This is an optimization exercise on Yosys and OpenROAD, whose aim is small area and a short achievable clock period, not a production implementation. At most, simulation tests tie the RTL to the original design; equivalence was not proved. For runs 1, 2, 4 and 5, only the layout was checked, not whether the RTL still works.

## flow/design.v (module list and top-level ports; edited modules follow where they fit)
// module FPUFMAPipe: 257 lines
// module fma_booth_tree: 3518 lines
// module fma_cpa: 903 lines
// module fma_lzc_pairs: 198 lines
// module fma_round: 54 lines
// module fma_add: 28 lines
module FPUFMAPipe(
  input         clock,
                reset,
                io_in_valid,
                io_in_bits_ren3,
                io_in_bits_swap23,
  input  [2:0]  io_in_bits_rm,
  input  [1:0]  io_in_bits_fmaCmd,
  input  [64:0] io_in_bits_in1,
                io_in_bits_in2,
                io_in_bits_in3,
  output        io_out_valid,
  output [64:0] io_out_bits_data,
  output [4:0]  io_out_bits_exc
);
  // ...
==> flow/flow/run.sh <==
#!/bin/bash
# The standard layout (standard synthesis, floorplan, placement, CTS, routing),
# with ORFS's setup repair asked to leave extra setup slack so that it upsizes and
# buffers the slowest paths. The make output goes to flow.log, and ORFS keeps each
# step's full log under orfs/logs/.
set -uo pipefail
bash standard.sh SETUP_SLACK_MARGIN=10.5 finish > flow.log 2>&1
==> flow/standard.sh <==
#!/bin/bash
# synth_recipe.tcl (not shown) runs the flow's synth.tcl, then flattens the netlist and writes it again
# the make line also repeats each setting of config.mk as NAME=value (left out here)
make -C /OpenROAD-flow-scripts/flow DESIGN_CONFIG=/design/flow/config.mk WORK_HOME=/design/flow/orfs CLKGATE_MAP_FILE= SYNTH_SCRIPT=/design/flow/synth_recipe.tcl "${@:-finish}"
==> flow/config.mk <==
export PLATFORM = sky130hd
export DESIGN_NAME = FPUFMAPipe
export DESIGN_NICKNAME = FPUFMAPipe
export VERILOG_FILES = /design/flow/design.v
export SDC_FILE = /design/flow/constraint.sdc
export NUM_CORES = 8
export LEC_CHECK = 0
export ABC_AREA = 1
export CAP_MARGIN = 20
export CELL_PAD_IN_SITES_DETAIL_PLACEMENT = 1
export CORE_MARGIN = 2
export CORE_UTILIZATION = 45
export SLEW_MARGIN = 20
==> flow/constraint.sdc <==
create_clock -name core_clock -period 16.0 [get_ports {clock}]
set_input_delay 3.2000 -clock core_clock [delete_from_list [all_inputs] [get_ports {clock}]]
set_output_delay 3.2000 -clock core_clock [all_outputs]
set_load 0.01 [all_outputs]
==> run summary, run 1 <==
result of the run=complete, no violations; sequential cell area in the final layout=15150 µm²; clock sink count=752; sum of met3 wire segment lengths after detailed routing=90340 µm; registers with the most flip-flops=e2_X x110, e1_r0 x107, e1_r1 x107; Worst path depth=18; min cycle time layout=5.683 ns; global-route met2 utilization=68.16%; Max-Slew Margin vs Limit=19.54%; register-to-register path setup slack=10.32 ns; fraction of standard cell area in multi-input logic=69.71%; most frequent cells in the layout=sky130_fd_sc_hd__nand2_1, sky130_fd_sc_hd__xor2_1, sky130_fd_sc_hd__inv_1; type of the setup path with the least slack=flop to flop; DRC=0; actual transition at the worst max-transition pin=1.207 ns; Final Skew=0.09208 ns; FF+latch count, synth=752; total die area=251300 µm²; most frequent standard cell in the layout excluding fill and tap cells=sky130_fd_sc_hd__nand2_1; total instance count after detailed placement=17336; DP HPWL=426100 µm; wire length of the first global-routing pass=856600 µm; number of well taps=3220; Finished Cell Area=125800 µm²; Startpoint Class=flop; global routing met1 resource utilization=53.03%; number of flip-flops and latches=752; compound-gate portion of the synthesized area=15.83%; most flop-heavy register=e2_X; final-report hold violation count=0; final instance count without filler cells=17740; Detailed Route Iter0 Violations=17384; Clock buffers and inverters, area share=2.600%
==> inputs of run 2 (changes only) <==
--- a/flow/config.mk
+++ b/flow/config.mk
@@ -9,5 +9,4 @@
 export CAP_MARGIN = 20
-export CELL_PAD_IN_SITES_DETAIL_PLACEMENT = 1
 export CORE_MARGIN = 2
-export CORE_UTILIZATION = 45
+export CORE_UTILIZATION = 38
 export SLEW_MARGIN = 20
==> run 2 against run 1 <==
Synthesized cell count is the same. Flip-flop and latch count is the same. Critical path depth shrank 4. Non-clock buffer count shrank 6. Area after synthesis is the same. Global-route usage shrank 8.7 points. Still clean. First-iteration DRC count shrank 0.92%. Core utilization shrank 7.8 points. Clock-buffer cell count shrank 6.
==> run summary, run 2 <==
Detailed Route Iter0 Violations=17224 (was 17384); clock buffer count from CTS=97 (was 94); initial core utilization=38.23% (was 45.25%); overflow left after global routing=0 (unchanged); number of warnings issued by yosys=3 (unchanged); min cycle time layout=5.606 ns (was 5.683 ns); CTS max path bufs=4 (was 3); master cell of the clock root buffer=sky130_fd_sc_hd__clkbuf_16 (unchanged); FF+latch count, synth=752 (unchanged); max cap viols=0 (unchanged); CTS tree=done (unchanged); total track usage=38.17% (was 46.90%); DP HPWL=416600 µm (was 426100 µm); most frequent cell after synthesis=sky130_fd_sc_hd__nand2_1 (unchanged); DRC=0 (unchanged); CP max stage cell=sky130_fd_sc_hd__fa_1 (unchanged); Std-Cell Core Area=291100 µm² (was 245900 µm²); Yosys top cell area share=25.81% (unchanged); type of the worst min-delay path=flop to flop (unchanged); total standard cell area after synthesis=111300 µm² (unchanged); top post-synthesis cells by count=sky130_fd_sc_hd__nand2_1, sky130_fd_sc_hd__xor2_1, sky130_fd_sc_hd__inv_1, sky130_fd_sc_hd__fa_1, sky130_fd_sc_hd__o22ai_1 (unchanged); Final Setup Violations=0 (unchanged); max reg flops=110 (unchanged); worst setup path startpoint=e0_sNat[0]$_DFF_P_ (unchanged); wire length of the first global-routing pass=823600 µm (was 856600 µm); share of layout cells above drive strength 1=8.993% (was 9.002%); Worst Reg2Reg Path Length in Cells=14 (was 18); RSZ-0062 raised after global routing=true (unchanged); post-synthesis cell count=14646 (unchanged); most frequent cells in the layout=sky130_fd_sc_hd__nand2_1, sky130_fd_sc_hd__xor2_1, sky130_fd_sc_hd__inv_1 (unchanged); total die area=297200 µm² (was 251300 µm²); number of enable-type register cells in the synthesized netlist=0 (unchanged); Startpoint Class=flop (unchanged); Layout Area Growth over Synthesis=13.37% (was 13.06%); Setup TNS=0 ns (unchanged); most frequent standard cell in the layout excluding fill and tap cells=sky130_fd_sc_hd__nand2_1 (unchanged); Hold Buf Count CTS=0 (unchanged); per-instance average area after synthesis=7.598 µm² (unchanged); width of the chip=545.2 µm (was 501.3 µm); startpoint of the most critical hold path=e1_invalid$_DFF_P_ (was e0_addZeros$_DFF_P_); number of pins with negative max-slew slack in the final report=0 (unchanged); number of iterations in the first detailed-routing pass=12 (was 15); detail-routed via count per cell=6.257 (was 6.795); clock sink count=752 (unchanged); H-tree depth=3 (unchanged); Crit path largest cell delay=0.74 ns (was 0.71 ns); WP data required=16.75 ns (was 16.65 ns); antenna violations before repair=30 (was 32); count of buffers inserted at the top-level ports=274 (unchanged); maximum clock frequency=0.1784 GHz (was 0.1760 GHz); chip height=545.2 µm (was 501.3 µm); result of the run=complete, no violations (unchanged); endpoint of the worst-slack reg-to-reg timing path=e1_r0[37]$_DFF_P_ (was e1_r0[38]$_DFF_P_); number of standard-cell rows in the floorplan=198 (was 182); DRT antenna net count=0 (unchanged); sort of element at the end of the critical path=flop (unchanged); async set-reset flop share out of synthesis=0% (unchanged); clock-pin transition on the worst setup and hold timing paths=0.06 ns (was 0.07 ns); Final Skew=0.09228 ns (was 0.09208 ns); Max-Slew Margin vs Limit=13.44% (was 19.54%); number of distinct standard cells referenced by the synthesized netlist=73 (unchanged); largest net degree at the start of global routing=110 (unchanged); Net count, final=16323 (was 16328); share of the yosys chip area belonging to registers=13.53% (unchanged); capture endpoint of the worst hold path=e2_invalid$_DFF_P_ (was e1_addZeros$_DFF_P_); register-to-register path setup slack=10.39 ns (was 10.32 ns); number of top-level design ports=276 (unchanged); Vias=115234 (was 120540); final-report hold violation count=0 (unchanged); total instance count after detailed placement=18017 (was 17336); actual transition at the worst max-transition pin=1.285 ns (was 1.207 ns); Final GP Congestion=1.047 (was 1.066); Worst Hold Slack=0.3214 ns (was 0.3270 ns); cell with the most instances on the worst path=sky130_fd_sc_hd__fa_1 (was sky130_fd_sc_hd__nand2_1); number of global-route vias before repair=111895 (was 121730); Crit Path Max Fanout=27 (unchanged); reg2reg start=e0_sNat[0]$_DFF_P_ (unchanged); Hold Path Stages=0 (unchanged); library cell with the largest summed area after synthesis=sky130_fd_sc_hd__fa_1 (unchanged); type of the setup path with the least slack=flop to flop (unchanged); synthesized net count=16556 (unchanged); final wirelength=592900 µm (was 615700 µm); post-route worst setup slack=10.39 ns (was 10.32 ns); worst-skew pair later-pin latency=0.91 ns (was 0.84 ns); Place WS=7.806 ns (was 7.759 ns); post-layout util=43.34% (was 51.16%); average routed wire per standard cell=32.19 µm (was 34.71 µm); final instance count without filler cells=18416 (was 17740); registers with the most flip-flops=e2_X x110, e1_r0 x107, e1_r1 x107 (unchanged); Final Cycle Share=35.04% (was 35.52%); Post-synth top flop=sky130_fd_sc_hd__dfxtp_1 (unchanged); cells along the critical path=clkbuf_16 > o21ai_0 > mux2i_1 > o21ai_2 > o21ai_0 > mux2i_1 > mux2i_2 > o21ai_4 > inv_1 > fa_1 > fa_1 > fa_1 > fa_1 > inv_1 (was clkbuf_16 > o21ai_0 > inv_1 > nand2_1 > o21ai_1 > mux2i_1 > nand2_1 > o21ai_0 > nand2_1 > o21ai_0 > nand2_1 > nand2_1 > a21oi_4 > fa_1 > fa_1 > fa_1 > fa_1 > inv_1); data arrival time at the worst-slack endpoint=6.35 ns (was 6.33 ns); most flop-heavy register=e2_X (unchanged); cell types occupying the most area after synthesis=sky130_fd_sc_hd__fa_1, sky130_fd_sc_hd__dfxtp_1, sky130_fd_sc_hd__xor2_1, sky130_fd_sc_hd__nand2_1, sky130_fd_sc_hd__o22ai_1 (unchanged)
==> run 2: through the flow <==
| step | instance area, µm² |
|---|---|
| 2_1_floorplan | 111400 |
| 3_3_place_gp | 117000 |
| 3_5_place_dp | 117100 |
| 4_1_cts | 123600 |
| 5_1_grt | 126100 |
| 6_report | 126200 |
==> run 2: repair_timing <==
action                                 in CTS  in global routing
gates cloned                               24                 14
resized for setup                         521                532
setup endpoints to repair                 430                280
endpoints found under the hold margin       0                  0
buffers inserted                          103                 55
pin swaps                                  45                 68
==> run 2: per-layer routing <==
layer  GRT usage, %  routed length, µm  part of all wire, %
met1          44.12             206600                   35
met2          55.17             241100                   41
met3          15.02              80490                   14
met4          31.95              63890                   11
met5          1.458                758                 0.13
==> run 2: logic make-up after synthesis <==
logic type,share of synthesized area [%]
and+or+nand+nor,17.86
xor gates and xnor gates,13.23
other,0.003370
AOI/OAI and AO/OA,15.83
adders and majority gates,28.85
muxes,1.061
buffers and inverters,9.637
DFF,13.53
==> run 2: worst max path at each step <==
stage	endpoint	slack, ns	depth (start not counted)
2_1_floorplan	e0_sNat[12]$_DFF_P_	9.96	17
3_3_place_gp	e3_data[61]$_DFF_P_	7.69	34
3_5_place_dp	e3_data[63]$_DFF_P_	7.81	34
4_1_cts	e1_r0[59]$_DFF_P_	10.50	13
5_1_grt	e1_r0[42]$_DFF_P_	10.42	12
6_report	e1_r0[37]$_DFF_P_	10.39	14
==> run 2: worst max-delay path, delay by kind of cell, from the launching register on <==
family | cells | cell delay [ns]
muxes | 3 | 0.89
adders and majority gates | 4 | 2.27
AOI/OAI and AO/OA | 4 | 1.27
buffers and inverters | 3 | 0.59
DFF | 1 | 0.40
==> run 2: final cells by class <==
class	count	area, µm²
Clock buffer	116	2579
Fill cell	29624	164900
Sequential cell	752	15140
Inverter	1698	6775
Multi-Input combinational cell	11114	87790
Timing Repair inverter	6	38.79
Antenna cell	27	67.56
Timing Repair Buffer	744	8168
Clock inverter	59	725.7
Tap cell	3900	4880
==> module FPUFMAPipe, before the edit <==
module FPUFMAPipe(
  input         clock,
                reset,
                io_in_valid,
                io_in_bits_ren3,
                io_in_bits_swap23,
  input  [2:0]  io_in_bits_rm,
  input  [1:0]  io_in_bits_fmaCmd,
  input  [64:0] io_in_bits_in1,
                io_in_bits_in2,
                io_in_bits_in3,
  output        io_out_valid,
  output [64:0] io_out_bits_data,
  output [4:0]  io_out_bits_exc
);
  wire [64:0] a = io_in_bits_in1;
  wire [64:0] b = io_in_bits_swap23 ? 65'h08000000000000000 : io_in_bits_in2;
  wire [64:0] c = (io_in_bits_ren3 | io_in_bits_swap23) ? io_in_bits_in3
                  : {io_in_bits_in1[64] ^ io_in_bits_in2[64], 64'h0};
  wire zA = ~(|a[63:61]);
  wire zB = ~(|b[63:61]);
  wire zC = ~(|c[63:61]);
  wire nanA = (&a[63:62]) & a[61];
  wire nanB = (&b[63:62]) & b[61];
  wire nanC = (&c[63:62]) & c[61];
  wire infA = (&a[63:62]) & ~a[61];
  wire infB = (&b[63:62]) & ~b[61];
  wire infC = (&c[63:62]) & ~c[61];
  wire signProd = a[64] ^ b[64] ^ io_in_bits_fmaCmd[1];
  wire doSub    = signProd ^ c[64] ^ io_in_bits_fmaCmd[0];
  wire [13:0] ex = {2'h0, a[63:52]};
  wire [13:0] ey = {2'h0, b[63:52]};
  wire [13:0] ez = {2'h3, ~c[63:52]};
  wire [13:0] k1 = 14'h3839;
  wire [13:0] s1 = ex ^ ey ^ ez;
  wire [13:0] c1 = {(ex[12:0] & ey[12:0]) | (ex[12:0] & ez[12:0]) | (ey[12:0] & ez[12:0]), 1'b0};
  wire [13:0] s2 = s1 ^ c1 ^ k1;
  wire [13:0] c2 = {(s1[12:0] & c1[12:0]) | (s1[12:0] & k1[12:0]) | (c1[12:0] & k1[12:0]), 1'b0};
  wire [13:0] sNat;
  fma_add #(14) addNat (.a(s2), .b(c2), .cin(1'b0), .s(sNat));
  wire [12:0] k2 = 13'h1803;
  wire [12:0] s3 = ex[12:0] ^ ey[12:0] ^ k2;
  wire [12:0] c3 = {(ex[11:0] & ey[11:0]) | (ex[11:0] & k2[11:0]) | (ey[11:0] & k2[11:0]), 1'b0};
  wire [12:0] sExpProd;
  fma_add #(13) addProd (.a(s3), .b(c3), .cin(1'b0), .s(sExpProd));
  wire isSigNaNAny = nanA & ~a[51] | nanB & ~b[51] | nanC & ~c[51];
  wire isNaNAOrB   = nanA | nanB;
  wire isInfProd   = infA | infB;
  wire invalidExc  = isSigNaNAny | infA & zB | zA & infB | ~isNaNAOrB & isInfProd & infC & doSub;
  wire outIsNaN    = isNaNAOrB | nanC;
  wire isInfOut    = isInfProd | infC;
  wire addZeros    = (zA | zB) & zC;
  wire rmMin       = io_in_bits_rm == 3'h2;
  wire CDomSign    = signProd ^ doSub;
  wire signK       = isInfProd & signProd | infC & CDomSign
                     | addZeros & ~rmMin & signProd & CDomSign
                     | addZeros & rmMin & (signProd | CDomSign);
  wire signEn      = ~isInfOut & ~addZeros;
  wire [54:0] yB = {1'b0, ~zB, b[51:0], 1'b0};    
  wire [26:0] bOne, bTwo;
  wire [25:0] bNeg;
  genvar gi;
  generate
    for (gi = 0; gi < 27; gi = gi + 1) begin : booth
      wire y0 = yB[2*gi];        
      wire y1 = yB[2*gi+1];      
      wire y2 = yB[2*gi+2];      
      assign bOne[gi] = y1 ^ y0;
      assign bTwo[gi] = y2 & ~y1 & ~y0 | ~y2 & y1 & y0;
      if (gi < 26) begin : n
        assign bNeg[gi] = y2;
      end
    end
  endgenerate
  wire [52:0] sigCx = {~zC, c[51:0]} ^ {53{doSub}};
  reg         v0;
  reg  [52:0] e0_sigA;
  reg  [26:0] e0_one, e0_two;
  reg  [25:0] e0_neg;
  reg  [52:0] e0_sigCx;
  reg         e0_doSub, e0_signProd, e0_zAB, e0_zC;
  reg  [13:0] e0_sNat;
  reg  [12:0] e0_sExpProd;
  reg  [11:0] e0_expC;
  reg         e0_invalid, e0_isNaN, e0_isInf, e0_addZeros, e0_signK, e0_signEn;
  reg  [2:0]  e0_rm;
  always @(posedge clock) begin
    v0 <= io_in_valid;
    e0_sigA <= {~zA, a[51:0]};
    e0_one <= bOne;
    e0_two <= bTwo;
    e0_neg <= bNeg;
    e0_sigCx <= sigCx;
    e0_doSub <= doSub;
    e0_signProd <= signProd;
    e0_zAB <= zA | zB;
    e0_zC <= zC;
    e0_sNat <= sNat;
    e0_sExpProd <= sExpProd;
    e0_expC <= c[63:52];
    e0_invalid <= invalidExc;
    e0_isNaN <= outIsNaN;
    e0_isInf <= isInfOut;
    e0_addZeros <= addZeros;
    e0_signK <= signK;
    e0_signEn <= signEn;
    e0_rm <= io_in_bits_rm;
  end
  wire e0_isMin = e0_zAB | e0_sNat[13];
  wire e0_big = ~e0_isMin & (e0_sNat[12:0] > 13'hA0);
  wire e0_CIsDom = ~e0_zC & (e0_isMin | e0_sNat[12:0] < 13'h36);
  wire [12:0] e0_sExpSum = e0_CIsDom ? {1'h0, e0_expC} : e0_sExpProd;
  wire [7:0] e0_u = e0_sNat[7:0];
  wire [7:0] CAlignDist = e0_isMin ? 8'h0 : e0_big ? 8'hA1 : e0_u;
  wire [164:0] shC = $signed({e0_doSub, e0_sigCx, {111{e0_doSub}}}) >>> e0_u;
  wire [105:0] cadd = (e0_isMin | e0_big) ? {106{e0_doSub}} : shC[108:3];
  wire [54:0] highC = e0_isMin ? {e0_sigCx, e0_doSub, e0_doSub} : e0_big ? {55{e0_doSub}} : shC[163:109];
  wire [2:0] lowC = e0_isMin ? {3{e0_doSub}} : e0_big ? e0_sigCx[52:50] : shC[2:0];
  wire [64:0] reduced4CExtra_shift = $signed(65'sh10000000000000000 >>> CAlignDist[7:2]);
  wire [51:0] cFrac = e0_sigCx[51:0] ^ {52{e0_doSub}};
  wire [12:0] cGen = {|(cFrac[51:48]), |(cFrac[47:44]), |(cFrac[43:40]), |(cFrac[39:36]), |(cFrac[35:32]),
                      |(cFrac[31:28]), |(cFrac[27:24]), |(cFrac[23:20]), |(cFrac[19:16]), |(cFrac[15:12]),
                      |(cFrac[11:8]), |(cFrac[7:4]), |(cFrac[3:0])}
                   & {reduced4CExtra_shift[24], reduced4CExtra_shift[25], reduced4CExtra_shift[26],
                      reduced4CExtra_shift[27], reduced4CExtra_shift[28], reduced4CExtra_shift[29],
                      reduced4CExtra_shift[30], reduced4CExtra_shift[31], reduced4CExtra_shift[32],
                      reduced4CExtra_shift[33], reduced4CExtra_shift[34], reduced4CExtra_shift[35],
                      reduced4CExtra_shift[36]};
  wire bit0AlignedSigC = e0_doSub ? (&lowC) & ~(|cGen) : (|lowC) | (|cGen);
  wire [106:0] tr0, tr1;
  fma_booth_tree tree (
    .a(e0_sigA), .one(e0_one), .two(e0_two), .neg(e0_neg),
    .cadd(cadd), .r0(tr0), .r1(tr1));
  reg          v1;
  reg  [106:0] e1_r0, e1_r1;
  reg  [54:0]  e1_high;
  reg          e1_bit0, e1_doSub, e1_CIsDom, e1_signProd;
  reg  [5:0]   e1_CAlignDist;
  reg  [12:0]  e1_sExpSum;
  reg          e1_invalid, e1_isNaN, e1_isInf, e1_addZeros, e1_signK, e1_signEn;
  reg  [2:0]   e1_rm;
  always @(posedge clock) begin
    if (reset) v1 <= 1'b0; else v1 <= v0;
    e1_r0 <= tr0;
    e1_r1 <= tr1;
    e1_high <= highC;
    e1_bit0 <= bit0AlignedSigC;
    e1_doSub <= e0_doSub;
    e1_CIsDom <= e0_CIsDom;
    e1_signProd <= e0_signProd;
    e1_CAlignDist <= CAlignDist[5:0];
    e1_sExpSum <= e0_sExpSum;
    e1_invalid <= e0_invalid;
    e1_isNaN <= e0_isNaN;
    e1_isInf <= e0_isInf;
    e1_addZeros <= e0_addZeros;
    e1_signK <= e0_signK;
    e1_signEn <= e0_signEn;
    e1_rm <= e0_rm;
  end
  wire [105:0] sum0, sum1;
  wire c105_0, c105_1;
  fma_cpa cpa (.x(e1_r0[105:0]), .y(e1_r1[105:0]), .sum0(sum0), .sum1(sum1),
               .cout0(c105_0), .cout1(c105_1));
  wire m106 = e1_r0[106] ^ e1_r1[106];
  wire mAR106_0 = m106 ^ c105_0;
  wire mAR106_1 = m106 ^ c105_1;
  wire [54:0] hiOnes;
  assign hiOnes[0] = 1'b1;
  genvar hi;
  generate
    for (hi = 1; hi < 55; hi = hi + 1) begin : hio
      assign hiOnes[hi] = &e1_high[hi-1:0];
    end
  endgenerate
  wire [54:0] T3 = e1_high ^ (hiOnes & {55{mAR106_0}});
  wire [1:0]  T3_1 = e1_high[1:0] ^ (hiOnes[1:0] & {2{mAR106_1}});
  wire [161:0] sigSum = {T3, sum0, e1_bit0};
  wire [107:0] CDom_absSigSum = e1_doSub ? ~sigSum[161:54] : {1'h0, e1_high[54:53], sigSum[159:55]};
  wire CDom_extraSticky = e1_doSub ? sum0[52:0] != 53'h1FFFFFFFFFFFFF : (|(sum0[53:0]));
  wire nSign = T3[2];
  wire [108:0] Y = sigSum[108:0];
  wire [108:0] Yp = e1_doSub ? (e1_bit0 ? {T3_1, sum1, 1'b0} : {T3[1:0], sum0, 1'b1}) : Y;
  wire [108:0] notCDom_abs = nSign ? ~Y : Yp;
  wire [109:0] X = e1_CIsDom ? {CDom_absSigSum, 2'b00} : {1'b0, notCDom_abs};
  wire [5:0] ndPos, ndNeg;
  wire anyPos, anyNeg;
  fma_lzc_pairs lzcP (.x({1'b0, Yp}), .nd(ndPos), .any(anyPos));
  fma_lzc_pairs lzcN (.x({1'b0, ~Y}), .nd(ndNeg), .any(anyNeg));
  wire [5:0] nd = nSign ? ndNeg : ndPos;
  wire complCanc = nSign ? ~anyNeg & ~(|notCDom_abs[1:0]) : ~anyPos & ~(|Yp[1:0]);
  wire [6:0] sh = e1_CIsDom ? {1'b0, e1_CAlignDist} : {nd, 1'b0};
  wire e1_rmMin = e1_rm == 3'h2;
  wire rawSign = e1_signK | e1_signEn & (e1_CIsDom ? e1_signProd ^ e1_doSub
                                          : complCanc ? e1_rmMin : e1_signProd ^ nSign);
  wire rawIsZero = e1_addZeros | ~e1_CIsDom & complCanc;
  reg          v2;
  reg  [109:0] e2_X;
  reg  [6:0]   e2_sh;
  reg  [12:0]  e2_sExpSum;
  reg          e2_CIsDom, e2_doSub, e2_extraSticky;
  reg          e2_invalid, e2_isNaN, e2_isInf, e2_isZero, e2_sign;
  reg  [2:0]   e2_rm;
  always @(posedge clock) begin
    if (reset) v2 <= 1'b0; else v2 <= v1;
    e2_X <= X;
    e2_sh <= sh;
    e2_sExpSum <= e1_sExpSum - {12'h0, e1_CIsDom & e1_doSub};
    e2_CIsDom <= e1_CIsDom;
    e2_doSub <= e1_doSub;
    e2_extraSticky <= e1_CIsDom & CDom_extraSticky;
    e2_invalid <= e1_invalid;
    e2_isNaN <= e1_isNaN;
    e2_isInf <= e1_isInf;
    e2_isZero <= rawIsZero;
    e2_sign <= rawSign;
    e2_rm <= e1_rm;
  end
  wire [109:0] xs6 = e2_sh[6] ? {e2_X[45:0], 64'h0} : e2_X;
  wire [109:0] xs5 = e2_sh[5] ? {xs6[77:0], 32'h0} : xs6;
  wire [109:0] xs4 = e2_sh[4] ? {xs5[93:0], 16'h0} : xs5;
  wire [109:0] xs3 = e2_sh[3] ? {xs4[101:0], 8'h0} : xs4;
  wire [109:0] xs2 = e2_sh[2] ? {xs3[105:0], 4'h0} : xs3;
  wire [109:0] xs1 = e2_sh[1] ? {xs2[107:0], 2'h0} : xs2;
  wire [109:0] Xs  = e2_sh[0] ? {xs1[108:0], 1'h0} : xs1;
  wire [12:0] grp = {|(e2_X[51:48]), |(e2_X[47:44]), |(e2_X[43:40]), |(e2_X[39:36]), |(e2_X[35:32]),
                     |(e2_X[31:28]), |(e2_X[27:24]), |(e2_X[23:20]), |(e2_X[19:16]), |(e2_X[15:12]),
                     |(e2_X[11:8]), |(e2_X[7:4]), |(e2_X[3:0])};
  wire [4:0] shq = e2_sh[6:2];
  reg grpSticky;
  integer k;
  always @(*) begin
    grpSticky = 1'b0;
    for (k = 0; k < 13; k = k + 1)
      if ({27'h0, shq} + k <= 12) grpSticky = grpSticky | grp[k];
  end
  wire sticky = (|(Xs[54:52])) | grpSticky | e2_extraSticky;
  wire [55:0] rawSig = {Xs[109:55], sticky};
  wire [12:0] rawExp = e2_sExpSum - {6'h0, e2_sh & {7{~e2_CIsDom}}};
  wire [64:0] rOut;
  wire [4:0]  rExc;
  fma_round rnd (
    .io_invalidExc(e2_invalid), .io_in_isNaN(e2_isNaN), .io_in_isInf(e2_isInf),
    .io_in_isZero(e2_isZero), .io_in_sign(e2_sign), .io_in_sExp(rawExp), .io_in_sig(rawSig),
    .io_roundingMode(e2_rm), .io_out(rOut), .io_exceptionFlags(rExc));
  reg         v3;
  reg  [64:0] e3_data;
  reg  [4:0]  e3_exc;
  always @(posedge clock) begin
    if (reset) v3 <= 1'b0; else v3 <= v2;
    e3_data <= ({65{rOut[63:61] != 3'h7}} | 65'h1EFEFFFFFFFFFFFFF) & rOut;
    e3_exc <= rExc;
  end
  assign io_out_valid = v3;
  assign io_out_bits_data = e3_data;
  assign io_out_bits_exc = e3_exc;
endmodule
==> module fma_add, before the edit <==
module fma_add #(parameter W = 14) (
  input  [W-1:0] a,
  input  [W-1:0] b,
  input          cin,
  output [W-1:0] s
);
  localparam L = $clog2(W);
  wire [W-1:0] g [0:L];
  wire [W-1:0] p [0:L];
  assign g[0] = (a & b) | ({{(W-1){1'b0}}, cin} & (a ^ b));
  assign p[0] = a ^ b;
  genvar l, i;
  generate
    for (l = 0; l < L; l = l + 1) begin : lev
      for (i = 0; i < W; i = i + 1) begin : bit_
        if ((i >> l) & 1) begin : comb
          localparam integer J = ((i >> l) << l) - 1;
          assign g[l+1][i] = g[l][i] | (p[l][i] & g[l][J]);
          assign p[l+1][i] = p[l][i] & p[l][J];
        end else begin : pass
          assign g[l+1][i] = g[l][i];
          assign p[l+1][i] = p[l][i];
        end
      end
    end
  endgenerate
  assign s = (a ^ b) ^ {g[L][W-2:0], cin};
endmodule
==> inputs of run 3 (changes only) <==
--- a/flow/design.v
+++ b/flow/design.v
@@ -39,3 +39,3 @@
   wire [13:0] sNat;
-  fma_add #(14) addNat (.a(s2), .b(c2), .cin(1'b0), .s(sNat));
+  fma_add #(14, 4) addNat (.a(s2), .b(c2), .cin(1'b0), .s(sNat));
   wire [12:0] k2 = 13'h1803;
@@ -44,3 +44,3 @@
   wire [12:0] sExpProd;
-  fma_add #(13) addProd (.a(s3), .b(c3), .cin(1'b0), .s(sExpProd));
+  fma_add #(13, 4) addProd (.a(s3), .b(c3), .cin(1'b0), .s(sExpProd));
   wire isSigNaNAny = nanA & ~a[51] | nanB & ~b[51] | nanC & ~c[51];
@@ -4930,3 +4930,3 @@
 endmodule
-module fma_add #(parameter W = 14) (
+module fma_add #(parameter W = 14, parameter L = 4) (
   input  [W-1:0] a,
@@ -4936,3 +4936,2 @@
 );
-  localparam L = $clog2(W);
   wire [W-1:0] g [0:L];
==> run 3 against run 2 <==
Critical path depth did not move. Still clean on timing, DRC and antenna. Critical endpoint unchanged. Critical path type unchanged. Non-clock buffer count unchanged. Clock skew is the same. Highest routed layer unchanged. Flip-flop and latch count did not move.
==> run summary, run 3 <==
Crit path largest cell delay=0.74 ns (about the same); Final Setup Violations=0 (unchanged); most frequent cell after synthesis=sky130_fd_sc_hd__nand2_1 (unchanged); Place WS=7.806 ns (unchanged); compound-gate portion of the synthesized area=15.83% (unchanged); data arrival time at the worst-slack endpoint=6.35 ns (about the same); max cap viols=0 (unchanged); CTS max path bufs=4 (unchanged); Final Skew=0.09228 ns (unchanged); Yosys top cell area share=25.81% (unchanged); Final Cycle Share=35.04% (unchanged); Final GP Congestion=1.047 (unchanged); maximum clock frequency=0.1784 GHz (unchanged); clock buffer count from CTS=97 (unchanged); cell with the most instances on the worst path=sky130_fd_sc_hd__fa_1 (unchanged); chip height=545.2 µm (unchanged); H-tree depth=3 (unchanged); top post-synthesis cells by count=sky130_fd_sc_hd__nand2_1, sky130_fd_sc_hd__xor2_1, sky130_fd_sc_hd__inv_1, sky130_fd_sc_hd__fa_1, sky130_fd_sc_hd__o22ai_1 (unchanged); most flop-heavy register=e2_X (unchanged); Startpoint Class=flop (unchanged); DRT antenna net count=0 (unchanged); master cell of the clock root buffer=sky130_fd_sc_hd__clkbuf_16 (unchanged); cell types occupying the most area after synthesis=sky130_fd_sc_hd__fa_1, sky130_fd_sc_hd__dfxtp_1, sky130_fd_sc_hd__xor2_1, sky130_fd_sc_hd__nand2_1, sky130_fd_sc_hd__o22ai_1 (unchanged); Vias=115234 (unchanged); detail-routed via count per cell=6.257 (unchanged); clock sink count=752 (unchanged); number of standard-cell rows in the floorplan=198 (unchanged); kind of cell adding the most delay to the critical path=adder cells (unchanged); simple-gate area share of the yosys netlist=17.86% (unchanged); Crit Path Max Fanout=27 (unchanged); largest family of logic cells by synthesized area=adder cells (unchanged); overflow left after global routing=0 (unchanged); Max-Slew Margin vs Limit=13.44% (unchanged); Setup TNS=0 ns (unchanged); wire length of the first global-routing pass=823600 µm (unchanged); sort of element at the end of the critical path=flop (unchanged); startpoint of the most critical hold path=e1_invalid$_DFF_P_ (unchanged); CP max stage cell=sky130_fd_sc_hd__fa_1 (unchanged); average routed wire per standard cell=32.19 µm (unchanged); number of enable-type register cells in the synthesized netlist=0 (unchanged); multiplexer share of the synthesized area=1.061% (unchanged); share of the yosys chip area belonging to registers=13.53% (unchanged); max reg flops=110 (unchanged); DRC=0 (unchanged); final-report hold violation count=0 (unchanged); post-synthesis cell count=14646 (unchanged); worst-skew pair later-pin latency=0.91 ns (about the same); number of distinct standard cells referenced by the synthesized netlist=73 (unchanged); Std-Cell Core Area=291100 µm² (unchanged); RSZ-0062 raised after global routing=true (unchanged); Net count, final=16323 (unchanged); Detailed Route Iter0 Violations=17224 (unchanged); number of top-level design ports=276 (unchanged); final wirelength=592900 µm (unchanged); width of the chip=545.2 µm (unchanged); antenna violations before repair=30 (unchanged); adder-cell area share of the yosys netlist=28.85% (unchanged); reg2reg start=e0_sNat[0]$_DFF_P_ (unchanged); type of the setup path with the least slack=flop to flop (unchanged); DP HPWL=416600 µm (unchanged); most frequent cells in the layout=sky130_fd_sc_hd__nand2_1, sky130_fd_sc_hd__xor2_1, sky130_fd_sc_hd__inv_1 (unchanged); most frequent standard cell in the layout excluding fill and tap cells=sky130_fd_sc_hd__nand2_1 (unchanged); count of filler cells inserted in the layout=29624 (unchanged); WP data required=16.75 ns (about the same); Post-synth top flop=sky130_fd_sc_hd__dfxtp_1 (unchanged); cells along the critical path=clkbuf_16 > o21ai_0 > mux2i_1 > o21ai_2 > o21ai_0 > mux2i_1 > mux2i_2 > o21ai_4 > inv_1 > fa_1 > fa_1 > fa_1 > fa_1 > inv_1 (unchanged); per-instance average area after synthesis=7.598 µm² (unchanged); type of the worst min-delay path=flop to flop (unchanged); clock-pin transition on the worst setup and hold timing paths=0.06 ns (about the same); library cell with the largest summed area after synthesis=sky130_fd_sc_hd__fa_1 (unchanged); total die area=297200 µm² (unchanged); WP buf/inv=3 (unchanged); total track usage=38.17% (unchanged); number of iterations in the first detailed-routing pass=12 (unchanged); worst setup path startpoint=e0_sNat[0]$_DFF_P_ (unchanged); async set-reset flop share out of synthesis=0% (unchanged); register-to-register path setup slack=10.39 ns (about the same); number of pins with negative max-slew slack in the final report=0 (unchanged); count of buffers inserted at the top-level ports=274 (unchanged); result of the run=complete, no violations (unchanged); share of layout cells above drive strength 1=8.993% (unchanged); actual transition at the worst max-transition pin=1.285 ns (unchanged); number of global-route vias before repair=111895 (unchanged); synthesized net count=16556 (unchanged); registers with the most flip-flops=e2_X x110, e1_r0 x107, e1_r1 x107 (unchanged); largest net degree at the start of global routing=110 (unchanged); FF+latch count, synth=752 (unchanged); number of warnings issued by yosys=3 (unchanged); CTS tree=done (unchanged); total standard cell area after synthesis=111300 µm² (unchanged); Hold Buf Count CTS=0 (unchanged); min cycle time layout=5.606 ns (unchanged); initial core utilization=38.23% (unchanged); Layout Area Growth over Synthesis=13.37% (unchanged); post-route worst setup slack=10.39 ns (unchanged); parity-gate share of the synthesized area counting xor and xnor cells=13.23% (unchanged)
-- run 3: cell type report --
type,instances,area (µm²),share of cell area (%)
clock inverter,59,725.7,0.5752
clock buffer,116,2579,2.044
sequential,752,15140,12.00
timing repair inverter,6,38.79,0.03074
inverter,1698,6775,5.370
multi-input combinational,11114,87790,69.59
timing repair buffer,744,8168,6.474
antenna,27,67.56,0.05355
tap,3900,4880,3.868
-- run 3: metal layers --
metal,GRT usage (%),routed length (µm),vias to the layer above
met3,15.02,80490,2857
met4,31.95,63890,33
met1,44.12,206600,54831
li1,-,-,47997
met2,55.17,241100,9516
met5,1.458,758,-
-- run 3: cell families after synthesis --
group,Yosys count
AND/OR/NAND/NOR,4643
AO/OA/AOI/OAI,2954
buffers and inverters,2793
adder cells (fa/ha/maj),1705
XOR/XNOR,1680
flip-flops,752
multiplexers,118
other,1
-- run 3: final timing paths --
kind / to / depth (start not counted)
worst min-delay path: e2_invalid$_DFF_P_ / 0
worst max register to register: e1_r0[37]$_DFF_P_ / 14
worst min register to register: e2_invalid$_DFF_P_ / 0
worst max-delay path: e1_r0[37]$_DFF_P_ / 14
-- run 3: through the flow --
| stage | utilization (%) | hold WS (ns) | instances | instance area [µm²] |
|---|---|---|---|---|
| 5_1_grt | 43.33 | 0.3259 | 18402 | 126100 |
| 3_5_place_dp | 40.21 | 0.3121 | 18017 | 117100 |
| 2_1_floorplan | - | 0.3096 | 14646 | 111400 |
| 6_report | 43.34 | 0.3214 | 18416 | 126200 |
| 3_3_place_gp | 40.21 | 0.3099 | 18017 | 117000 |
| 4_1_cts | 42.48 | 0.3242 | 18319 | 123600 |
-- run 3: repair_timing --
action                                  CTS  global route
setup buffers                           103            55
resized for setup                       521           532
gates cloned                             24            14
pin swaps                                45            68
endpoints found under the setup margin  430           280
==> inputs of run 4 (changes only) <==
--- a/flow/design.v
+++ b/flow/design.v
@@ -119,6 +119,10 @@
   wire [64:0] reduced4CExtra_shift = $signed(65'sh10000000000000000 >>> CAlignDist[7:2]);
-  wire [51:0] cFrac = e0_sigCx[51:0] ^ {52{e0_doSub}};
-  wire [12:0] cGen = {|(cFrac[51:48]), |(cFrac[47:44]), |(cFrac[43:40]), |(cFrac[39:36]), |(cFrac[35:32]),
-                      |(cFrac[31:28]), |(cFrac[27:24]), |(cFrac[23:20]), |(cFrac[19:16]), |(cFrac[15:12]),
-                      |(cFrac[11:8]), |(cFrac[7:4]), |(cFrac[3:0])}
+  wire [12:0] cGrp;
+  genvar cg;
+  generate
+    for (cg = 0; cg < 13; cg = cg + 1) begin : cgrp
+      assign cGrp[cg] = e0_doSub ? ~(&e0_sigCx[4*cg+3:4*cg]) : (|e0_sigCx[4*cg+3:4*cg]);
+    end
+  endgenerate
+  wire [12:0] cGen = cGrp
                    & {reduced4CExtra_shift[24], reduced4CExtra_shift[25], reduced4CExtra_shift[26],
--- a/flow/flow/run.sh
+++ b/flow/flow/run.sh
@@ -6,2 +6,2 @@
 set -uo pipefail
-bash standard.sh SETUP_SLACK_MARGIN=10.5 finish > flow.log 2>&1
+bash standard.sh SETUP_SLACK_MARGIN=10.8 finish > flow.log 2>&1
==> run 4 against run 3 <==
Still clean on timing, DRC and antenna. Core utilization grew 2.1 points. Worst setup slack better by 0.25 ns. Area after synthesis decreased by 0.66%. Synthesized cell count shrank 1.4%. Sequential share of layout area shrank 0.46 points. Critical path type is now primary input to flop.
==> run summary, run 4 <==
result of the run=complete, no violations (unchanged); detail-routed via count per cell=6.419 (was 6.257); antenna violations before repair=44 (was 30); number of global-route vias before repair=112169 (was 111895); most frequent cells in the layout=sky130_fd_sc_hd__nand2_1, sky130_fd_sc_hd__xor2_1, sky130_fd_sc_hd__inv_1 (unchanged); RSZ-0062 raised after global routing=true (unchanged); Max-Slew Margin vs Limit=15.85% (was 13.44%); CTS max path bufs=4 (unchanged); reg2reg start=e0_sNat[0]$_DFF_P_ (unchanged); total standard cell area after synthesis=110600 µm² (was 111300 µm²); most frequent cell after synthesis=sky130_fd_sc_hd__nand2_1 (unchanged); number of standard-cell rows in the floorplan=198 (unchanged); Final Cycle Share=33.46% (was 35.04%); H-tree depth=3 (unchanged); library cell with the largest summed area after synthesis=sky130_fd_sc_hd__fa_1 (unchanged); wire length of the first global-routing pass=848100 µm (was 823600 µm); detailed route wirelength on metal2=253300 µm (was 241100 µm); CTS tree=done (unchanged); cell types occupying the most area after synthesis=sky130_fd_sc_hd__fa_1, sky130_fd_sc_hd__dfxtp_1, sky130_fd_sc_hd__xor2_1, sky130_fd_sc_hd__o22ai_1, sky130_fd_sc_hd__nand2_1 (was sky130_fd_sc_hd__fa_1, sky130_fd_sc_hd__dfxtp_1, sky130_fd_sc_hd__xor2_1, sky130_fd_sc_hd__nand2_1, sky130_fd_sc_hd__o22ai_1); max reg flops=110 (unchanged); share of layout cells above drive strength 1=12.30% (was 8.993%); Vias=118526 (was 115234); cells along the critical path=buf_12 > buf_16 > nor2_4 > buf_12 > nor2_4 > fa_1 > inv_2 > ha_4 > ha_4 > a21o_1 > a21oi_2 > o21ai_2 > a21oi_2 > inv_1 > a21oi_2 > buf_4 > fa_2 > inv_1 (was clkbuf_16 > o21ai_0 > mux2i_1 > o21ai_2 > o21ai_0 > mux2i_1 > mux2i_2 > o21ai_4 > inv_1 > fa_1 > fa_1 > fa_1 > fa_1 > inv_1); per-instance average area after synthesis=7.653 µm² (was 7.598 µm²); total track usage=40.28% (was 38.17%); largest net degree at the start of global routing=95 (was 110); DRT antenna net count=0 (unchanged); Post-synth top flop=sky130_fd_sc_hd__dfxtp_1 (unchanged); Detailed Route Iter0 Violations=18809 (was 17224); timing endpoint of the critical path=e0_sNat[8]$_DFF_P_ (was e1_r0[37]$_DFF_P_); Final GP Congestion=1.075 (was 1.047); max cap viols=0 (unchanged); average routed wire per standard cell=34.75 µm (was 32.19 µm); WP data required=16.83 ns (was 16.75 ns); number of warnings issued by yosys=3 (unchanged); FF+latch count, synth=752 (unchanged); sum of met3 wire segment lengths after detailed routing=94020 µm (was 80490 µm); async set-reset flop share out of synthesis=0% (unchanged); number of pins with negative max-slew slack in the final report=0 (unchanged); DRC=0 (unchanged); Crit path largest cell delay=0.50 ns (was 0.74 ns); number of distinct standard cells referenced by the synthesized netlist=72 (was 73); cell with the most instances on the worst path=sky130_fd_sc_hd__a21oi_2 (was sky130_fd_sc_hd__fa_1); min cycle time layout=5.354 ns (was 5.606 ns); type of the worst min-delay path=flop to flop (unchanged); count of buffers inserted at the top-level ports=274 (unchanged); data arrival time at the worst-slack endpoint=6.18 ns (was 6.35 ns); post-synthesis cell count=14446 (was 14646); DP HPWL=431200 µm (was 416600 µm); Final Setup Violations=0 (unchanged); sort of element at the end of the critical path=flop (unchanged); Layout Area Growth over Synthesis=19.20% (was 13.37%); number of iterations in the first detailed-routing pass=15 (was 12); final wirelength=641700 µm (was 592900 µm); clock sink count=752 (unchanged); Worst Reg2Reg Path Length in Cells=20 (was 14); Startpoint Class=primary input (was flop); most frequent standard cell in the layout excluding fill and tap cells=sky130_fd_sc_hd__nand2_1 (unchanged); final-report hold violation count=0 (unchanged); type of the setup path with the least slack=primary input to flop (was flop to flop); Setup TNS=0 ns (unchanged); Std-Cell Core Area=290100 µm² (was 291100 µm²); chip height=543.4 µm (was 545.2 µm); top post-synthesis cells by count=sky130_fd_sc_hd__nand2_1, sky130_fd_sc_hd__xor2_1, sky130_fd_sc_hd__inv_1, sky130_fd_sc_hd__o22ai_1, sky130_fd_sc_hd__fa_1 (was sky130_fd_sc_hd__nand2_1, sky130_fd_sc_hd__xor2_1, sky130_fd_sc_hd__inv_1, sky130_fd_sc_hd__fa_1, sky130_fd_sc_hd__o22ai_1); Net count, final=16362 (was 16323); endpoint of the worst-slack reg-to-reg timing path=e1_r0[71]$_DFF_P_ (was e1_r0[37]$_DFF_P_); share of the yosys chip area belonging to registers=13.62% (was 13.53%); Crit Path Max Fanout=8 (was 27); worst setup path startpoint=io_in_bits_swap23 (was e0_sNat[0]$_DFF_P_); Final Skew=0.09704 ns (was 0.09228 ns); Place WS=7.894 ns (was 7.806 ns); maximum clock frequency=0.1868 GHz (was 0.1784 GHz); total die area=295300 µm² (was 297200 µm²); clock-pin transition on the worst setup and hold timing paths=0.06 ns (about the same); number of enable-type register cells in the synthesized netlist=0 (unchanged); register-to-register path setup slack=10.72 ns (was 10.39 ns); highest routing layer actually used=met5 (unchanged); overflow left after global routing=0 (unchanged); most flop-heavy register=e2_X (unchanged); post-route worst setup slack=10.65 ns (was 10.39 ns); initial core utilization=38.11% (was 38.23%); actual transition at the worst max-transition pin=1.249 ns (was 1.285 ns); master cell of the clock root buffer=sky130_fd_sc_hd__clkbuf_16 (unchanged); registers with the most flip-flops=e2_X x110, e1_r0 x107, e1_r1 x107 (unchanged); width of the chip=543.4 µm (was 545.2 µm); worst-skew pair later-pin latency=0.91 ns (about the same); Yosys top cell area share=25.98% (was 25.81%); clock buffer count from CTS=99 (was 97); CP max stage cell=sky130_fd_sc_hd__fa_1 (unchanged); synthesized net count=16356 (was 16556); post-route met1 wirelength=213500 µm (was 206600 µm); number of top-level design ports=276 (unchanged)
run 4: changes by cell type after synthesis, moves of 11 or more:
cell                      delta
sky130_fd_sc_hd__a22oi_1    +11
sky130_fd_sc_hd__a31oi_1    -28
sky130_fd_sc_hd__buf_1      -15
sky130_fd_sc_hd__buf_4      +16
sky130_fd_sc_hd__inv_1      -29
sky130_fd_sc_hd__nand2_1    -95
sky130_fd_sc_hd__nand3_1    -24
sky130_fd_sc_hd__nand4_1    -16
sky130_fd_sc_hd__nor2_1     +28
sky130_fd_sc_hd__nor3_1     -24
sky130_fd_sc_hd__o21ai_0    -37
sky130_fd_sc_hd__or2_2      +20
run 4: stage by stage:
step | hold WS [ns] | util [%] | cell area (µm²) | std cells
after floorplan | 0.3096 | - | 110800 | 14446
after global placement | 0.3107 | 40.19 | 116600 | 17847
after detailed placement | 0.3143 | 40.20 | 116600 | 17849
after CTS | 0.3266 | 43.42 | 126000 | 18204
after global routing | 0.3287 | 45.40 | 131700 | 18436
final | 0.3258 | 45.42 | 131800 | 18466
run 4: critical path: cells and delay by family:
family,cells,cell delay (ns)
buffers and inverters,7,0.71
AOI/OAI and AO/OA,5,0.71
and+or+nand+nor,2,0.18
adders and majority gates,4,1.38
run 4: layout make-up:
class                      instances  area (µm²)
tap                             3900        4880
inverter                        1660        7138
timing repair buffer             953       12350
antenna                           40       100.1
clock buffer                     124        2733
fill                           28865      158300
sequential                       752       15200
clock inverter                    51       614.3
timing repair inverter            20       178.9
multi-input combinational      10966       88580
run 4: worst min-delay path by stage:
stage	start	cells past startpoint	slack, ns	to
2_1_floorplan	e0_addZeros$_DFF_P_	0	0.31	e1_addZeros$_DFF_P_
3_3_place_gp	e0_signK$_DFF_P_	0	0.31	e1_signK$_DFF_P_
3_5_place_dp	e1_isNaN$_DFF_P_	0	0.31	e2_isNaN$_DFF_P_
4_1_cts	e0_rm[0]$_DFF_P_	0	0.33	e1_rm[0]$_DFF_P_
5_1_grt	e1_isNaN$_DFF_P_	0	0.33	e2_isNaN$_DFF_P_
6_report	e0_rm[0]$_DFF_P_	0	0.33	e1_rm[0]$_DFF_P_
run 4: kinds of logic after synthesis:
group                      after synthesis  synth area share [%]
other                                    1              0.003392
and+or+nand+nor                       4531                 17.54
adders and majority gates             1705                 29.04
muxes                                  122                 1.105
DFF                                    752                 13.62
AOI/OAI and AO/OA                     2901                 15.74
buffers and inverters                 2746                 9.580
xor gates and xnor gates              1688                 13.37
run 4: what timing repair did:
item / CTS / global route
hold buffers: 0 / 0
gates resized for setup: 993 / 809
pin swaps: 114 / 208
endpoints found under the setup margin: 425 / 289
gates cloned: 57 / 66
buffers inserted: 123 / 155
run 4: layer usage:
metal  track usage [%]  up-vias
li1                  -    47891
met1             45.83    56849
met5            0.9416        -
met2             57.59    10201
met4             36.35       63
met3             16.39     3522
==> inputs of run 5 (changes only) <==
--- a/flow/design.v
+++ b/flow/design.v
@@ -209,3 +209,3 @@
     if (reset) v2 <= 1'b0; else v2 <= v1;
-    e2_X <= X;
+    e2_X <= sh[6] ? {X[45:0], 64'h0} : X;    
     e2_sh <= sh;
@@ -222,4 +222,3 @@
   end
-  wire [109:0] xs6 = e2_sh[6] ? {e2_X[45:0], 64'h0} : e2_X;
-  wire [109:0] xs5 = e2_sh[5] ? {xs6[77:0], 32'h0} : xs6;
+  wire [109:0] xs5 = e2_sh[5] ? {e2_X[77:0], 32'h0} : e2_X;
   wire [109:0] xs4 = e2_sh[4] ? {xs5[93:0], 16'h0} : xs5;
@@ -232,3 +231,3 @@
                      |(e2_X[11:8]), |(e2_X[7:4]), |(e2_X[3:0])};
-  wire [4:0] shq = e2_sh[6:2];
+  wire [4:0] shq = {1'b0, e2_sh[5:2]};
   reg grpSticky;
==> run 5 against run 4 <==
Clock-buffer cell count up 2. First-iteration DRC count is 4.6% lower. Global-route usage down 2.5 points. Highest routed layer unchanged. Non-clock buffer count up 57.
==> run summary, run 5 <==
register-to-register path setup slack=10.62 ns (was 10.72 ns); most frequent cells in the layout=sky130_fd_sc_hd__nand2_1, sky130_fd_sc_hd__xor2_1, sky130_fd_sc_hd__inv_1 (unchanged); master cell of the clock root buffer=sky130_fd_sc_hd__clkbuf_16 (unchanged); Place WS=7.562 ns (was 7.894 ns); Post-synth top flop=sky130_fd_sc_hd__dfxtp_1 (unchanged); cell types occupying the most area after synthesis=sky130_fd_sc_hd__fa_1, sky130_fd_sc_hd__dfxtp_1, sky130_fd_sc_hd__xor2_1, sky130_fd_sc_hd__nand2_1, sky130_fd_sc_hd__o22ai_1 (was sky130_fd_sc_hd__fa_1, sky130_fd_sc_hd__dfxtp_1, sky130_fd_sc_hd__xor2_1, sky130_fd_sc_hd__o22ai_1, sky130_fd_sc_hd__nand2_1); Yosys top cell area share=25.66% (was 25.98%); multiplexer share of the synthesized area=0.8406% (was 1.105%); detail-routed via count per cell=6.312 (was 6.419); Final Skew=0.1168 ns (was 0.09704 ns); cell with the most instances on the worst path=sky130_fd_sc_hd__fa_2 (was sky130_fd_sc_hd__a21oi_2); CTS max path bufs=4 (unchanged); Hold Buf Count CTS=0 (unchanged); capture endpoint of the worst hold path=e1_rm[0]$_DFF_P_ (unchanged); total track usage=37.81% (was 40.28%); max cap viols=0 (unchanged); FF+latch count, synth=752 (unchanged); final wirelength=617000 µm (was 641700 µm); clock buffer count from CTS=97 (was 99); number of distinct standard cells referenced by the synthesized netlist=76 (was 72); Vias=118779 (was 118526); DRC=0 (unchanged); Final Setup Violations=0 (unchanged); clock-pin transition on the worst setup and hold timing paths=0.06 ns (about the same); per-instance average area after synthesis=7.579 µm² (was 7.653 µm²); RSZ-0062 raised after global routing=true (unchanged); most frequent standard cell in the layout excluding fill and tap cells=sky130_fd_sc_hd__nand2_1 (unchanged); Hold Path Stages=0 (unchanged); Startpoint Class=flop (was primary input); share of the yosys chip area belonging to registers=13.45% (was 13.62%); maximum clock frequency=0.1858 GHz (was 0.1868 GHz); number of enable-type register cells in the synthesized netlist=0 (unchanged); Final GP Congestion=1.060 (was 1.075); DP HPWL=407900 µm (was 431200 µm); CTS tree=done (unchanged); share of layout cells above drive strength 1=13.89% (was 12.30%); Final Cycle Share=33.64% (was 33.46%); final-report hold violation count=0 (unchanged); DRT antenna net count=0 (unchanged); WP data required=16.72 ns (was 16.83 ns); number of top-level design ports=276 (unchanged); simple-gate area share of the yosys netlist=18.05% (was 17.54%); total die area=298900 µm² (was 295300 µm²); async set-reset flop share out of synthesis=0% (unchanged); library cell with the largest summed area after synthesis=sky130_fd_sc_hd__fa_1 (unchanged); startpoint of the most critical hold path=e0_rm[0]$_DFF_P_ (unchanged); Crit Path Max Fanout=52 (was 8); final instance count without filler cells=18819 (was 18466); overflow left after global routing=0 (unchanged); synthesized net count=16680 (was 16356); result of the run=complete, no violations (unchanged); Setup TNS=0 ns (unchanged); number of warnings issued by yosys=3 (unchanged); actual transition at the worst max-transition pin=1.133 ns (was 1.249 ns); data arrival time at the worst-slack endpoint=6.11 ns (was 6.18 ns); worst-skew pair later-pin latency=0.91 ns (about the same); wire length of the first global-routing pass=820500 µm (was 848100 µm); Crit path largest cell delay=0.66 ns (was 0.50 ns); post-synthesis cell count=14769 (was 14446); width of the chip=546.7 µm (was 543.4 µm); sort of element at the end of the critical path=flop (unchanged); most flop-heavy register=e2_X (unchanged); chip height=546.7 µm (was 543.4 µm); cells along the critical path=clkinv_1 > buf_12 > o22ai_1 > xor2_1 > fa_1 > fa_2 > fa_2 > fa_1 > fa_2 > fa_2 > fa_2 > inv_1 (was buf_12 > buf_16 > nor2_4 > buf_12 > nor2_4 > fa_1 > inv_2 > ha_4 > ha_4 > a21o_1 > a21oi_2 > o21ai_2 > a21oi_2 > inv_1 > a21oi_2 > buf_4 > fa_2 > inv_1); adder-cell area share of the yosys netlist=28.69% (was 29.04%); type of the worst min-delay path=flop to flop (unchanged); min cycle time layout=5.382 ns (was 5.354 ns); Layout Area Growth over Synthesis=20.06% (was 19.20%); reg2reg start=e0_two[3]$_DFF_P_ (was e0_sNat[0]$_DFF_P_); type of the setup path with the least slack=flop to flop (was primary input to flop); count of buffers inserted at the top-level ports=274 (unchanged); H-tree depth=3 (unchanged); antenna violations before repair=41 (was 44); endpoint of the worst-slack reg-to-reg timing path=e1_r0[39]$_DFF_P_ (was e1_r0[71]$_DFF_P_); worst setup path startpoint=e0_two[3]$_DFF_P_ (was io_in_bits_swap23); registers with the most flip-flops=e2_X x110, e1_r0 x107, e1_r1 x107 (unchanged); Net count, final=16706 (was 16362); initial core utilization=38.13% (was 38.11%); post-layout util=45.78% (was 45.42%); Std-Cell Core Area=293600 µm² (was 290100 µm²); largest net degree at the start of global routing=79 (was 95); number of iterations in the first detailed-routing pass=17 (was 15); largest family of logic cells by synthesized area=adder cells (unchanged); max reg flops=110 (unchanged); total instance count after detailed placement=18153 (was 17849); number of standard-cell rows in the floorplan=199 (was 198); clock sink count=752 (unchanged); parity-gate share of the synthesized area counting xor and xnor cells=13.31% (was 13.37%); number of global-route vias before repair=111122 (was 112169); Max-Slew Margin vs Limit=24.09% (was 15.85%); total standard cell area after synthesis=111900 µm² (was 110600 µm²); number of pins with negative max-slew slack in the final report=0 (unchanged); top post-synthesis cells by count=sky130_fd_sc_hd__nand2_1, sky130_fd_sc_hd__xor2_1, sky130_fd_sc_hd__inv_1, sky130_fd_sc_hd__o22ai_1, sky130_fd_sc_hd__fa_1 (unchanged); CP max stage cell=sky130_fd_sc_hd__fa_2 (was sky130_fd_sc_hd__fa_1); compound-gate portion of the synthesized area=15.95% (was 15.74%); Worst Reg2Reg Path Length in Cells=12 (was 20); Detailed Route Iter0 Violations=17947 (was 18809); post-route worst setup slack=10.62 ns (was 10.65 ns); average routed wire per standard cell=32.79 µm (was 34.75 µm); Worst Hold Slack=0.3250 ns (was 0.3258 ns); most frequent cell after synthesis=sky130_fd_sc_hd__nand2_1 (unchanged)
-- run 5: critical path, delay by kind of cell, from the launching register on --
family / cells / cell delay, ns
DFF: 1 / 0.52
adders and majority gates: 7 / 3.71
buffers and inverters: 3 / 0.56
AOI/OAI and AO/OA: 1 / 0.20
xor gates and xnor gates: 1 / 0.21
-- run 5: what timing repair did --
item | in CTS | in global routing
resized for setup | 1163 | 922
pin swaps | 111 | 253
setup buffers | 111 | 222
cloned | 54 | 75
setup endpoints to repair | 387 | 326
-- run 5: worst max path at each step --
stage	end	slack [ns]	depth (start not counted)
after floorplan	e0_sNat[12]$_DFF_P_	9.94	17
after global placement	e3_data[21]$_DFF_P_	7.74	28
after detailed placement	e3_data[20]$_DFF_P_	7.56	28
after CTS	e1_r0[34]$_DFF_P_	10.66	17
after global routing	e0_sNat[11]$_DFF_P_	10.60	18
final	e1_r0[39]$_DFF_P_	10.62	12
-- run 5: cell families (layout without fill, tap and decap cells) --
family / after synthesis / after routing
flip-flops: 752 / 752
XOR/XNOR: 1697 / 1697
other: 1 / 29
AO/OA/AOI/OAI: 2994 / 2994
buffers and inverters: 2808 / 2900
multiplexers: 94 / 94
adder cells (fa/ha/maj): 1706 / 1706
AND/OR/NAND/NOR: 4717 / 4728
-- run 5: through the flow --
step / area [µm²]
4_1_cts: 127500
6_report: 134400
3_5_place_dp: 117700
5_1_grt: 134300
2_1_floorplan: 112200
3_3_place_gp: 117700
-- run 5: layout make-up --
| class | count | area [µm²] |
|---|---|---|
| antenna | 28 | 70.07 |
| tap | 3919 | 4903 |
| inverter | 1704 | 7113 |
| timing repair buffer | 1010 | 13370 |
| sequential | 752 | 15230 |
| clock buffer | 126 | 2696 |
| multi-input combinational | 11220 | 90280 |
| fill | 29043 | 159200 |
| clock inverter | 50 | 638.1 |
| timing repair inverter | 10 | 82.58 |
-- run 5: routing by layer --
metal / vias up / track usage [%] / share of wire, %
met4: 75 / 31.16 / 11
li1: 48739 / - / -
met1: 56290 / 43.63 / 34
met5: - / 1.124 / 0.28
met2: 10261 / 53.78 / 39
met3: 3414 / 16.55 / 15

## port drivers added, routing unchanged
The results above use ideal ports. As a check the final layouts listed here were re-extracted and re-timed, cells and wires unchanged. Step 1 assumes that a clkbuf_16 drives the clock port and a buf_2 every other input. Step 2 adds t to the input delays and takes it off the output delays; t is the mean of the earliest and latest rising clock arrival at the registers after step 1. Input paths then give back, and output paths get back, about the clock's delay inside the block. Three values: ideal ports, drivers, drivers and shift; two values: the first two.
| run | t, ns | setup WS [ns] | hold WS [ns] | latest minus earliest clock arrival (ns) |
|---|---|---|---|---|
| run 1 | 0.891 | 10.317 / 10.317 / 9.683 | 0.327 / 0.327 / 0.327 | 0.096 / 0.096 |
| run 2 | 0.974 | 10.394 / 10.394 / 9.692 | 0.321 / 0.321 / 0.321 | 0.097 / 0.097 |
| run 3 | 0.974 | 10.394 / 10.394 / 9.692 | 0.321 / 0.321 / 0.321 | 0.097 / 0.097 |
| run 4 | 0.972 | 10.647 / 10.691 / 9.719 | 0.326 / 0.326 / 0.326 | 0.099 / 0.099 |
| run 5 | 0.966 | 10.618 / 10.618 / 9.787 | 0.325 / 0.325 / 0.325 | 0.117 / 0.117 |
After both steps every run listed still meets setup and hold. The setup slack of run 4, which loses most, moves by +0.044 ns with the drivers and by -0.928 ns with both steps.
